From an optimization exercise on the open Yosys and OpenROAD flow, aimed at small area and a short achievable clock period; shortcuts taken in it are not production practice.
Only simulation tests tie the RTL to the original design; equivalence was not proved.
No activity file was given, so power comes from the tool's default toggle rates.

==> inputs of run K <==
==> flow/design.v (excerpt) <==
module SCDDataPath(ALUout, instr, reset, clk);
output [31:0] ALUout;
input clk, reset;
input [31:0] instr;
wire RegDst, ALUSrc, ALUSrcN, MemtoReg, RegWrite, MemRead, MemWrite, Branch, ALUOp0, ALUOp1;
wire o0, o1, o2, o1n;
wire [31:0] ReadData1N, ReadData2, BOperandN, AluRes, WriteData, signextended, k;
wire [95:0] H2, HM;
wire [4:0] WriteReg;
wire ALUSrcCtl;
ANDarray control_unit(RegDst, ALUSrcCtl, MemtoReg, RegWrite, MemRead, MemWrite, Branch, ALUOp0, ALUOp1, instr[31:26]);
alusrc_dec alusrc_fast(ALUSrc, ALUSrcN, instr[31:26]);
alu_control alu_con(o0, o1, o2, instr[5:0], ALUOp1, ALUOp0);
alu_logic alu_lg(o1n, instr[5:0], ALUOp1);
sign_extender sign_extend(signextended, instr[15:0]);
alu_early early(k, signextended, ALUSrc, o2);
assign WriteReg = RegDst ? instr[15:11] : instr[20:16];
RegFile32 register_file(clk, reset, instr[25:21], instr[20:16], WriteData, WriteReg, RegWrite,
                        ReadData1N, H2);
genvar j;
generate
for (j = 0; j < 32; j = j + 1) begin : bt
  wire rbn;
  g_or3 rd2(ReadData2[j], H2[3*j], H2[3*j+1], H2[3*j+2]);
  g_o31ai rbm(rbn, H2[3*j], H2[3*j+1], H2[3*j+2], ALUSrcN);
  g_xor2 bx(BOperandN[j], rbn, k[j]);
end
endgenerate
wdata wd(WriteData, MemtoReg, AluRes, HM);
ALU alu_instance(ReadData1N, BOperandN, o2, {o1, o0}, o1n, AluRes, ALUout);
wire [4:0] MemAddr;
addr_add aadd(MemAddr, ReadData1N[4:0], instr[4:0]);
data_memory data_mem(clk, MemAddr, ReadData2, MemWrite, HM);
endmodule
==> module wdata, before the edit <==
module wdata(out, sel, alu, h);
input [31:0] alu;
input [95:0] h;
output [31:0] out;
input sel;
genvar j;
generate
for (j = 0; j < 32; j = j + 1) begin : bt
  assign out[j] = sel ? (h[3*j] | h[3*j+1] | h[3*j+2]) : alu[j];
end
endgenerate
endmodule
==> module g_or3, before the edit <==
module g_or3(y, a, b, c);
output y;
input a, b, c;
assign y = a | b | c;
endmodule
==> module g_o31ai, before the edit <==
module g_o31ai(y, a1, a2, a3, b1);
output y;
input a1, a2, a3, b1;
assign y = ~((a1 | a2 | a3) & b1);
endmodule
==> module RegFile32, before the edit <==
module RegFile32(clk, reset, ReadReg1, ReadReg2, WriteData, WriteReg, RegWrite,
                 ReadData1N, H2);
input clk, reset, RegWrite;
input [31:0] WriteData;
input [4:0] ReadReg1, ReadReg2, WriteReg;
output [31:0] ReadData1N;
output [95:0] H2;
reg [31:0] regs [0:31];
reg [31:0] valid;
wire [31:0] sel1, sel2;
wire [1023:0] flat;
wire [351:0] Q1, Q2;
wire [95:0] H1;
wire [3:0] pa1, pa2;
wire [7:0] pb1, pb2;
predec5 pd1(pa1, pb1, ReadReg1);
predec5 pd2(pa2, pb2, ReadReg2);
genvar i, j;
generate
for (i = 0; i < 32; i = i + 1) begin : g
  always @(posedge clk)
    if (RegWrite && WriteReg == i) regs[i] <= WriteData;
  always @(posedge clk or negedge reset)
    if (!reset) valid[i] <= 1'b0;
    else if (RegWrite && WriteReg == i) valid[i] <= 1'b1;
  g_and3 s1(sel1[i], pa1[i % 4], pb1[i / 4], valid[i]);
  g_and3 s2(sel2[i], pa2[i % 4], pb2[i / 4], valid[i]);
end
for (i = 0; i < 32; i = i + 1) begin : f
  assign flat[i*32 +: 32] = regs[i];
end
endgenerate
andor32g t1(Q1, sel1, flat);
andor32g t2(Q2, sel2, flat);
gcomb c1(H1, Q1);
gcomb c2(H2, Q2);
for (j = 0; j < 32; j = j + 1) begin : ot
  g_nor3 f1(ReadData1N[j], H1[3*j], H1[3*j+1], H1[3*j+2]);
end
endmodule
==> module andor32g, before the edit <==
module andor32g(g, sel, d);
output [351:0] g;
input [31:0] sel;
input [1023:0] d;
genvar j, m;
generate
for (j = 0; j < 32; j = j + 1) begin : bt
  for (m = 0; m < 11; m = m + 1) begin : gt
    if (m < 10) begin
      assign g[11*j+m] = ~((sel[3*m] & d[(3*m)*32+j]) | (sel[3*m+1] & d[(3*m+1)*32+j])
                           | (sel[3*m+2] & d[(3*m+2)*32+j]));
    end else begin
      assign g[11*j+m] = ~((sel[30] & d[30*32+j]) | (sel[31] & d[31*32+j]));
    end
  end
end
endgenerate
endmodule
==> module gcomb, before the edit <==
module gcomb(h, g);
output [95:0] h;
input [351:0] g;
genvar j;
generate
for (j = 0; j < 32; j = j + 1) begin : bt
  g_nand4 n0(h[3*j], g[11*j], g[11*j+1], g[11*j+2], g[11*j+3]);
  g_nand4 n1(h[3*j+1], g[11*j+4], g[11*j+5], g[11*j+6], g[11*j+7]);
  g_nand3 n2(h[3*j+2], g[11*j+8], g[11*j+9], g[11*j+10]);
end
endgenerate
endmodule
==> module data_memory, before the edit <==
module data_memory(clk, Address, WriteData, MemWrite, H);
input clk, MemWrite;
input [31:0] WriteData;
output [95:0] H;
input [4:0] Address;
reg [31:0] mem [0:31];
wire [31:0] sel;
wire [1023:0] flat;
wire [351:0] Q;
wire [3:0] pa;
wire [7:0] pb;
predec5 pd(pa, pb, Address);
genvar i, j;
generate
for (i = 0; i < 32; i = i + 1) begin : g
  always @(posedge clk)
    if (MemWrite && Address == i) mem[i] <= WriteData;
  g_and2 s(sel[i], pa[i % 4], pb[i / 4]);
end
for (i = 0; i < 32; i = i + 1) begin : f
  assign flat[i*32 +: 32] = mem[i];
end
endgenerate
andor32g t(Q, sel, flat);
gcomb c(H, Q);
endmodule
==> module SCDDataPath, before the edit <==
module SCDDataPath(ALUout, instr, reset, clk);
output [31:0] ALUout;
input clk, reset;
input [31:0] instr;
wire RegDst, ALUSrc, ALUSrcN, MemtoReg, RegWrite, MemRead, MemWrite, Branch, ALUOp0, ALUOp1;
wire o0, o1, o2, o1n;
wire [31:0] ReadData1N, ReadData2, BOperandN, AluRes, WriteData, signextended, k;
wire [95:0] H2, HM;
wire [4:0] WriteReg;
wire ALUSrcCtl;
ANDarray control_unit(RegDst, ALUSrcCtl, MemtoReg, RegWrite, MemRead, MemWrite, Branch, ALUOp0, ALUOp1, instr[31:26]);
alusrc_dec alusrc_fast(ALUSrc, ALUSrcN, instr[31:26]);
alu_control alu_con(o0, o1, o2, instr[5:0], ALUOp1, ALUOp0);
alu_logic alu_lg(o1n, instr[5:0], ALUOp1);
sign_extender sign_extend(signextended, instr[15:0]);
alu_early early(k, signextended, ALUSrc, o2);
assign WriteReg = RegDst ? instr[15:11] : instr[20:16];
RegFile32 register_file(clk, reset, instr[25:21], instr[20:16], WriteData, WriteReg, RegWrite,
                        ReadData1N, H2);
genvar j;
generate
for (j = 0; j < 32; j = j + 1) begin : bt
  wire rbn;
  g_or3 rd2(ReadData2[j], H2[3*j], H2[3*j+1], H2[3*j+2]);
  g_o31ai rbm(rbn, H2[3*j], H2[3*j+1], H2[3*j+2], ALUSrcN);
  g_xor2 bx(BOperandN[j], rbn, k[j]);
end
endgenerate
wdata wd(WriteData, MemtoReg, AluRes, HM);
ALU alu_instance(ReadData1N, BOperandN, o2, {o1, o0}, o1n, AluRes, ALUout);
wire [4:0] MemAddr;
addr_add aadd(MemAddr, ReadData1N[4:0], instr[4:0]);
data_memory data_mem(clk, MemAddr, ReadData2, MemWrite, HM);
endmodule
clock: 10.5 ns
lec_check: 0
cap_margin: 20
core_margin: 2
core_utilization: 50
cts_buf_list: sky130_fd_sc_hd__clkbuf_8 sky130_fd_sc_hd__clkbuf_16
cts_cluster_diameter: 80
cts_cluster_size: 20
setup_slack_margin: 3
slew_margin: 20
synth_hierarchical: 1
run.sh (not shown) runs the stock make flow with config.mk's settings and CLKGATE_MAP_FILE= SYNTH_SCRIPT=/design/flow/synth_recipe.tcl, a recipe that flattens the netlist after the stock synthesis.
==> run M (differences from run K) <==
--- a/flow/design.v
+++ b/flow/design.v
@@ -5,7 +5,7 @@
 assign out = sel ? in2 : in1;
 endmodule
-module wdata(out, sel, alu, h);
+module wdata_n(out, sel, alu, h);
 input [31:0] alu;
-input [95:0] h;
+input [63:0] h;
 output [31:0] out;
 input sel;
@@ -13,5 +13,5 @@
 generate
 for (j = 0; j < 32; j = j + 1) begin : bt
-  assign out[j] = sel ? (h[3*j] | h[3*j+1] | h[3*j+2]) : alu[j];
+  assign out[j] = ~(sel ? (h[2*j] | h[2*j+1]) : alu[j]);
 end
 endgenerate
@@ -72,14 +72,4 @@
 assign y = (a1 & a2) | b1;
 endmodule
-module g_or3(y, a, b, c);
-output y;
-input a, b, c;
-assign y = a | b | c;
-endmodule
-module g_o31ai(y, a1, a2, a3, b1);
-output y;
-input a1, a2, a3, b1;
-assign y = ~((a1 | a2 | a3) & b1);
-endmodule
 module g_a22oi(y, a1, a2, b1, b2);
 output y;
@@ -780,17 +770,17 @@
 assign outp = {{16{inp[15]}}, inp};
 endmodule
-module RegFile32(clk, reset, ReadReg1, ReadReg2, WriteData, WriteReg, RegWrite,
+module RegFile32(clk, reset, ReadReg1, ReadReg2, WriteDataN, WriteReg, RegWrite,
                  ReadData1N, H2);
 input clk, reset, RegWrite;
-input [31:0] WriteData;
+input [31:0] WriteDataN;
 input [4:0] ReadReg1, ReadReg2, WriteReg;
 output [31:0] ReadData1N;
-output [95:0] H2;
+output [63:0] H2;
 reg [31:0] regs [0:31];
 reg [31:0] valid;
 wire [31:0] sel1, sel2;
 wire [1023:0] flat;
-wire [351:0] Q1, Q2;
-wire [95:0] H1;
+wire [255:0] Q1, Q2;
+wire [63:0] H1;
 wire [3:0] pa1, pa2;
 wire [7:0] pb1, pb2;
@@ -801,10 +791,10 @@
 for (i = 0; i < 32; i = i + 1) begin : g
   always @(posedge clk)
-    if (RegWrite && WriteReg == i) regs[i] <= WriteData;
+    if (RegWrite && WriteReg == i) regs[i] <= WriteDataN;
   always @(posedge clk or negedge reset)
     if (!reset) valid[i] <= 1'b0;
     else if (RegWrite && WriteReg == i) valid[i] <= 1'b1;
-  g_and3 s1(sel1[i], pa1[i % 4], pb1[i / 4], valid[i]);
-  g_and3 s2(sel2[i], pa2[i % 4], pb2[i / 4], valid[i]);
+  g_nand3 s1(sel1[i], pa1[i % 4], pb1[i / 4], valid[i]);
+  g_nand3 s2(sel2[i], pa2[i % 4], pb2[i / 4], valid[i]);
 end
 for (i = 0; i < 32; i = i + 1) begin : f
@@ -812,51 +802,53 @@
 end
 endgenerate
-andor32g t1(Q1, sel1, flat);
-andor32g t2(Q2, sel2, flat);
-gcomb c1(H1, Q1);
-gcomb c2(H2, Q2);
+andor32q t1(Q1, sel1, flat);
+andor32q t2(Q2, sel2, flat);
+qcomb c1(H1, Q1);
+qcomb c2(H2, Q2);
 for (j = 0; j < 32; j = j + 1) begin : ot
-  g_nor3 f1(ReadData1N[j], H1[3*j], H1[3*j+1], H1[3*j+2]);
+  g_nor2 f1(ReadData1N[j], H1[2*j], H1[2*j+1]);
 end
 endmodule
-module andor32g(g, sel, d);
-output [351:0] g;
-input [31:0] sel;
-input [1023:0] d;
-genvar j, m;
+module andor32q(q, seln, dn);
+output [255:0] q;
+input [31:0] seln;
+input [1023:0] dn;
+reg [31:0] r [0:7];
+integer k, m;
+always @* begin
+  for (m = 0; m < 8; m = m + 1) begin
+    r[m] = 32'b0;
+    for (k = 0; k < 4; k = k + 1)
+      r[m] = r[m] | ~({32{seln[4*m+k]}} | dn[(4*m+k)*32 +: 32]);
+  end
+end
+genvar j, n;
 generate
 for (j = 0; j < 32; j = j + 1) begin : bt
-  for (m = 0; m < 11; m = m + 1) begin : gt
-    if (m < 10) begin
-      assign g[11*j+m] = ~((sel[3*m] & d[(3*m)*32+j]) | (sel[3*m+1] & d[(3*m+1)*32+j])
-                           | (sel[3*m+2] & d[(3*m+2)*32+j]));
-    end else begin
-      assign g[11*j+m] = ~((sel[30] & d[30*32+j]) | (sel[31] & d[31*32+j]));
-    end
+  for (n = 0; n < 8; n = n + 1) begin : qt
+    assign q[8*j+n] = ~r[n][j];
   end
 end
 endgenerate
 endmodule
-module gcomb(h, g);
-output [95:0] h;
-input [351:0] g;
+module qcomb(h, q);
+output [63:0] h;
+input [255:0] q;
 genvar j;
 generate
-for (j = 0; j < 32; j = j + 1) begin : bt
-  g_nand4 n0(h[3*j], g[11*j], g[11*j+1], g[11*j+2], g[11*j+3]);
-  g_nand4 n1(h[3*j+1], g[11*j+4], g[11*j+5], g[11*j+6], g[11*j+7]);
-  g_nand3 n2(h[3*j+2], g[11*j+8], g[11*j+9], g[11*j+10]);
+for (j = 0; j < 64; j = j + 1) begin : bt
+  g_nand4 n(h[j], q[4*j], q[4*j+1], q[4*j+2], q[4*j+3]);
 end
 endgenerate
 endmodule
-module data_memory(clk, Address, WriteData, MemWrite, H);
+module data_memory(clk, Address, WriteDataN, MemWrite, H);
 input clk, MemWrite;
-input [31:0] WriteData;
-output [95:0] H;
+input [31:0] WriteDataN;
+output [63:0] H;
 input [4:0] Address;
 reg [31:0] mem [0:31];
 wire [31:0] sel;
 wire [1023:0] flat;
-wire [351:0] Q;
+wire [255:0] Q;
 wire [3:0] pa;
 wire [7:0] pb;
@@ -866,6 +858,6 @@
 for (i = 0; i < 32; i = i + 1) begin : g
   always @(posedge clk)
-    if (MemWrite && Address == i) mem[i] <= WriteData;
-  g_and2 s(sel[i], pa[i % 4], pb[i / 4]);
+    if (MemWrite && Address == i) mem[i] <= WriteDataN;
+  g_nand2 s(sel[i], pa[i % 4], pb[i / 4]);
 end
 for (i = 0; i < 32; i = i + 1) begin : f
@@ -873,6 +865,6 @@
 end
 endgenerate
-andor32g t(Q, sel, flat);
-gcomb c(H, Q);
+andor32q t(Q, sel, flat);
+qcomb c(H, Q);
 endmodule
 module SCDDataPath(ALUout, instr, reset, clk);
@@ -882,6 +874,6 @@
 wire RegDst, ALUSrc, ALUSrcN, MemtoReg, RegWrite, MemRead, MemWrite, Branch, ALUOp0, ALUOp1;
 wire o0, o1, o2, o1n;
-wire [31:0] ReadData1N, ReadData2, BOperandN, AluRes, WriteData, signextended, k;
-wire [95:0] H2, HM;
+wire [31:0] ReadData1N, ReadData2N, BOperandN, AluRes, WriteDataN, signextended, k;
+wire [63:0] H2, HM;
 wire [4:0] WriteReg;
 wire ALUSrcCtl;
@@ -893,5 +885,5 @@
 alu_early early(k, signextended, ALUSrc, o2);
 assign WriteReg = RegDst ? instr[15:11] : instr[20:16];
-RegFile32 register_file(clk, reset, instr[25:21], instr[20:16], WriteData, WriteReg, RegWrite,
+RegFile32 register_file(clk, reset, instr[25:21], instr[20:16], WriteDataN, WriteReg, RegWrite,
                         ReadData1N, H2);
 genvar j;
@@ -899,13 +891,13 @@
 for (j = 0; j < 32; j = j + 1) begin : bt
   wire rbn;
-  g_or3 rd2(ReadData2[j], H2[3*j], H2[3*j+1], H2[3*j+2]);
-  g_o31ai rbm(rbn, H2[3*j], H2[3*j+1], H2[3*j+2], ALUSrcN);
+  g_nor2 rd2(ReadData2N[j], H2[2*j], H2[2*j+1]);
+  g_o21ai rbm(rbn, H2[2*j], H2[2*j+1], ALUSrcN);
   g_xor2 bx(BOperandN[j], rbn, k[j]);
 end
 endgenerate
-wdata wd(WriteData, MemtoReg, AluRes, HM);
+wdata_n wd(WriteDataN, MemtoReg, AluRes, HM);
 ALU alu_instance(ReadData1N, BOperandN, o2, {o1, o0}, o1n, AluRes, ALUout);
 wire [4:0] MemAddr;
 addr_add aadd(MemAddr, ReadData1N[4:0], instr[4:0]);
-data_memory data_mem(clk, MemAddr, ReadData2, MemWrite, HM);
+data_memory data_mem(clk, MemAddr, ReadData2N, MemWrite, HM);
 endmodule
- CORE_UTILIZATION: 50 -> 40
==> summary of the runs <==
- Of run M and run K, run K has the higher first-iteration DRC count (gap about 30%, measured against run K).
- Synthesized area: run K is smaller than run M (0.96%).
- Against run K, the clock skew of run M is lower by 4.2 ps.
- Clock power: run K is lower than run M (about 1%).
- In critical path depth, run K and run M do not differ.
- Of run M and run K, run M has the higher combinational power (gap about 3%, measured against run K).
- Against run M, the clock-buffer cell count of run K is higher by 1.
- In run M the cell area is larger than in run K, by about 5%.
- Register-to-register slack: run K is worse than run M (80 ps).
- In run M the routed wire length is higher than in run K, by 3.4%.

==> separate check: timing with driven ports <==
No port has a modelled driver above. Below, the same layouts with a new extraction and two added sets of constraints. Step 1, drivers: a clkbuf_16 drives clk and a buf_2 each remaining input, both assumed. Step 2 adds t to the input delays and takes it off the output delays; t is the mean of the earliest and latest rising clock arrival at the registers after step 1. Input paths then give back, and output paths get back, about the clock's delay inside the block. Slacks: no drivers / after step 1 / after step 2; pairs: no drivers / after step 1.
| run | t, ns | setup slack, ns | latest minus earliest clock arrival (ns) | worst register clock-pin slew, ns |
|---|---|---|---|---|
| run K | 0.855 | 2.373 / 2.326 / 1.739 | 0.047 / 0.047 | 0.09 / 0.09 |
| run M | 0.896 | 2.478 / 2.440 / 1.836 | 0.042 / 0.042 | 0.10 / 0.10 |
After both steps every run listed still meets setup and hold. For run M, which loses most, drivers alone change the setup slack by -0.038 ns; drivers and shift together by -0.642 ns.
